Source: an optimization exercise on an open RTL-to-GDS flow (aim: small area and a short achievable clock period). Production flows keep margins and buffers that such runs may drop.
In this exercise RTL edits were held to simulation tests only and were not proved equivalent to the original.
Power is estimated from default activity; no workload was simulated.

Design CPU, start of the top module:
module CPU(
	input logic clk,
	input logic [15:0] inM,
	input logic [15:0] instruction,
	input logic reset,
	output logic [15:0] outM,
	output logic writeM,
	output logic [14:0] addressM,
	output logic [14:0] pc
);
Size in the first run: roughly 390 cells after synthesis.
Settings: LEC_CHECK=0, CAP_MARGIN=20, CORE_MARGIN=2, CORE_UTILIZATION=40, SETUP_SLACK_MARGIN=4.5, SLEW_MARGIN=20; clock period 12.5 ns.
standard.sh (not shown) runs the stock make flow with config.mk's settings and CLKGATE_MAP_FILE= SYNTH_SCRIPT=/design/flow/synth_recipe.tcl, a recipe that flattens the netlist after the stock synthesis.
==> flow/flow/run.sh <==
#!/bin/bash
# Layout flow: the standard ORFS flow (standard.sh) with two changes:
#  - synthesis maps the logic with the ABC script in flow/abc.script
#    (ORFS's synth.tcl otherwise unchanged; same -nofsm -noshare, flatten and renames)
#  - port buffers are sky130_fd_sc_hd__buf_1 instead of the default choice
set -euo pipefail
W=$PWD
sed "s#log_cmd abc {\*}\$abc_args#log_cmd abc {*}[lreplace \$abc_args 1 1 $W/flow/abc.script]#" \
  "$FLOW_HOME/scripts/synth.tcl" > "$W/synth_custom.tcl"
grep -q "flow/abc.script" "$W/synth_custom.tcl"
sed "s#\$::env(SCRIPTS_DIR)/synth.tcl#$W/synth_custom.tcl#" synth_recipe.tcl > "$W/synth_top.tcl"
grep -q "synth_custom.tcl" "$W/synth_top.tcl"
EXTRA=()
if [[ -f flow/make_args.txt ]]; then mapfile -t EXTRA < <(grep -v '^\s*$' flow/make_args.txt); fi
bash standard.sh SYNTH_SCRIPT="$W/synth_top.tcl" \
  "BUFFER_PORTS_ARGS=-buffer_cell sky130_fd_sc_hd__buf_1" "${EXTRA[@]}" finish > "$W/flow.log" 2>&1
Other scripts of this flow, unchanged in this note and not shown: flow/flow/abc.script, flow/flow/make_args.txt
The starting point finished clean.
Edit:
--- a/flow/design.v
+++ b/flow/design.v
@@ -225,19 +225,23 @@
 	logic G20;
 	logic P20;
 	logic G21;
 	logic iv1;
 	logic G22;
 	logic G23;
 	logic G24;
+	logic iv2;
+	logic iv3;
 	logic G25;
 	logic G26;
-	logic iv2;
+	logic iv4;
+	logic iv5;
 	logic G27;
-	logic iv3;
+	logic iv6;
+	logic iv7;
 	logic G28;
 	logic G29;
 	logic G30;
 	logic G31;
 	hk_and2 u_xa0 (D[0], kd, xa0);
 	hk_xor2 u_x0 (xa0, nxo, x0);
 	hk_aoi22 u_ymn0 (A[0], kA, inM[0], kM, ymn0);
@@ -406,32 +410,36 @@
 	hk_oai21 u_G20 (P14, G12, G14, G20);
 	hk_nor2 u_P20 (P14, P12, P20);
 	hk_aoi21 u_G21 (P17, G0, G17, G21);
 	hk_inv u_iv1 (G8, iv1);
 	hk_aoi21 u_G22 (P18, iv1, G18, G22);
 	hk_aoi21 u_G23 (P19, G15, G19, G23);
 	hk_aoi21 u_G24 (P20, G16, G20, G24);
-	hk_oai21 u_G25 (pn1, iv0, gfn1, G25);
+	hk_inv u_iv2 (gfn1, iv2);
+	hk_inv u_iv3 (pn1, iv3);
+	hk_aoi21 u_G25 (iv3, G0, iv2, G25);
 	hk_oai21 u_G26 (pn3, G8, gfn3, G26);
-	hk_inv u_iv2 (G15, iv2);
-	hk_oai21 u_G27 (pn5, iv2, gfn5, G27);
-	hk_inv u_iv3 (G16, iv3);
-	hk_oai21 u_G28 (pn7, iv3, gfn7, G28);
+	hk_inv u_iv4 (gfn5, iv4);
+	hk_inv u_iv5 (pn5, iv5);
+	hk_aoi21 u_G27 (iv5, G15, iv4, G27);
+	hk_inv u_iv6 (gfn7, iv6);
+	hk_inv u_iv7 (pn7, iv7);
+	hk_aoi21 u_G28 (iv7, G16, iv6, G28);
 	hk_oai21 u_G29 (pn9, G21, gfn9, G29);
 	hk_oai21 u_G30 (pn11, G22, gfn11, G30);
 	hk_oai21 u_G31 (pn13, G23, gfn13, G31);
 	hk_xnor2 u_outM_0 (q0, cinn, outM[0]);
 	hk_xor2 u_outM_1 (q1, G0, outM[1]);
-	hk_xor2 u_outM_2 (q2, G25, outM[2]);
+	hk_xnor2 u_outM_2 (q2, G25, outM[2]);
 	hk_xnor2 u_outM_3 (q3, G8, outM[3]);
 	hk_xor2 u_outM_4 (q4, G26, outM[4]);
 	hk_xor2 u_outM_5 (q5, G15, outM[5]);
-	hk_xor2 u_outM_6 (q6, G27, outM[6]);
+	hk_xnor2 u_outM_6 (q6, G27, outM[6]);
 	hk_xor2 u_outM_7 (q7, G16, outM[7]);
-	hk_xor2 u_outM_8 (q8, G28, outM[8]);
+	hk_xnor2 u_outM_8 (q8, G28, outM[8]);
 	hk_xnor2 u_outM_9 (q9, G21, outM[9]);
 	hk_xor2 u_outM_10 (q10, G29, outM[10]);
 	hk_xnor2 u_outM_11 (q11, G22, outM[11]);
 	hk_xor2 u_outM_12 (q12, G30, outM[12]);
 	hk_xnor2 u_outM_13 (q13, G23, outM[13]);
 	hk_xor2 u_outM_14 (q14, G31, outM[14]);
 	hk_xnor2 u_outM_15 (q15, G24, outM[15]);
Result: Non-clock buffer count rose by 2; total power climbs slightly; wire length grows slightly; global-route usage rises by 0.44 points; design area went up slightly; die area is higher slightly; worst setup slack is about the same; critical path depth went up by 1; sequential power barely changes; utilization is higher by 0.43 points; via count increases slightly; synthesized cell count rises slightly; synthesized area increases slightly.

## afterwards: timing with drivers on the ports
Ports are ideal in the flow. The routed layouts listed here were re-timed in OpenROAD.
Step 1, drivers: a clkbuf_16 drives clk and a buf_2 each remaining input, both assumed.
Step 2 also shifts input and output timing later by t, the mid clock arrival at the registers, as if the neighbouring blocks saw the same clock.
Three values: no drivers, after step 1, after step 2; two values: the first two.
run | t, ns | setup WS [ns] | worst register clock-pin slew, ns | worst data-port slew with drivers (ns) | pins driven straight from the clock port
the first run | 0.323 | 4.747 / 4.722 / 4.722 | 0.09 / 0.09 | 0.05 | 1
the second run | 0.326 | 4.749 / 4.727 / 4.727 | 0.08 / 0.08 | 0.05 | 1
After both steps every run listed still meets setup and hold. For the first run, which loses most, drivers alone change the setup slack by -0.025 ns; drivers and shift together by -0.025 ns.
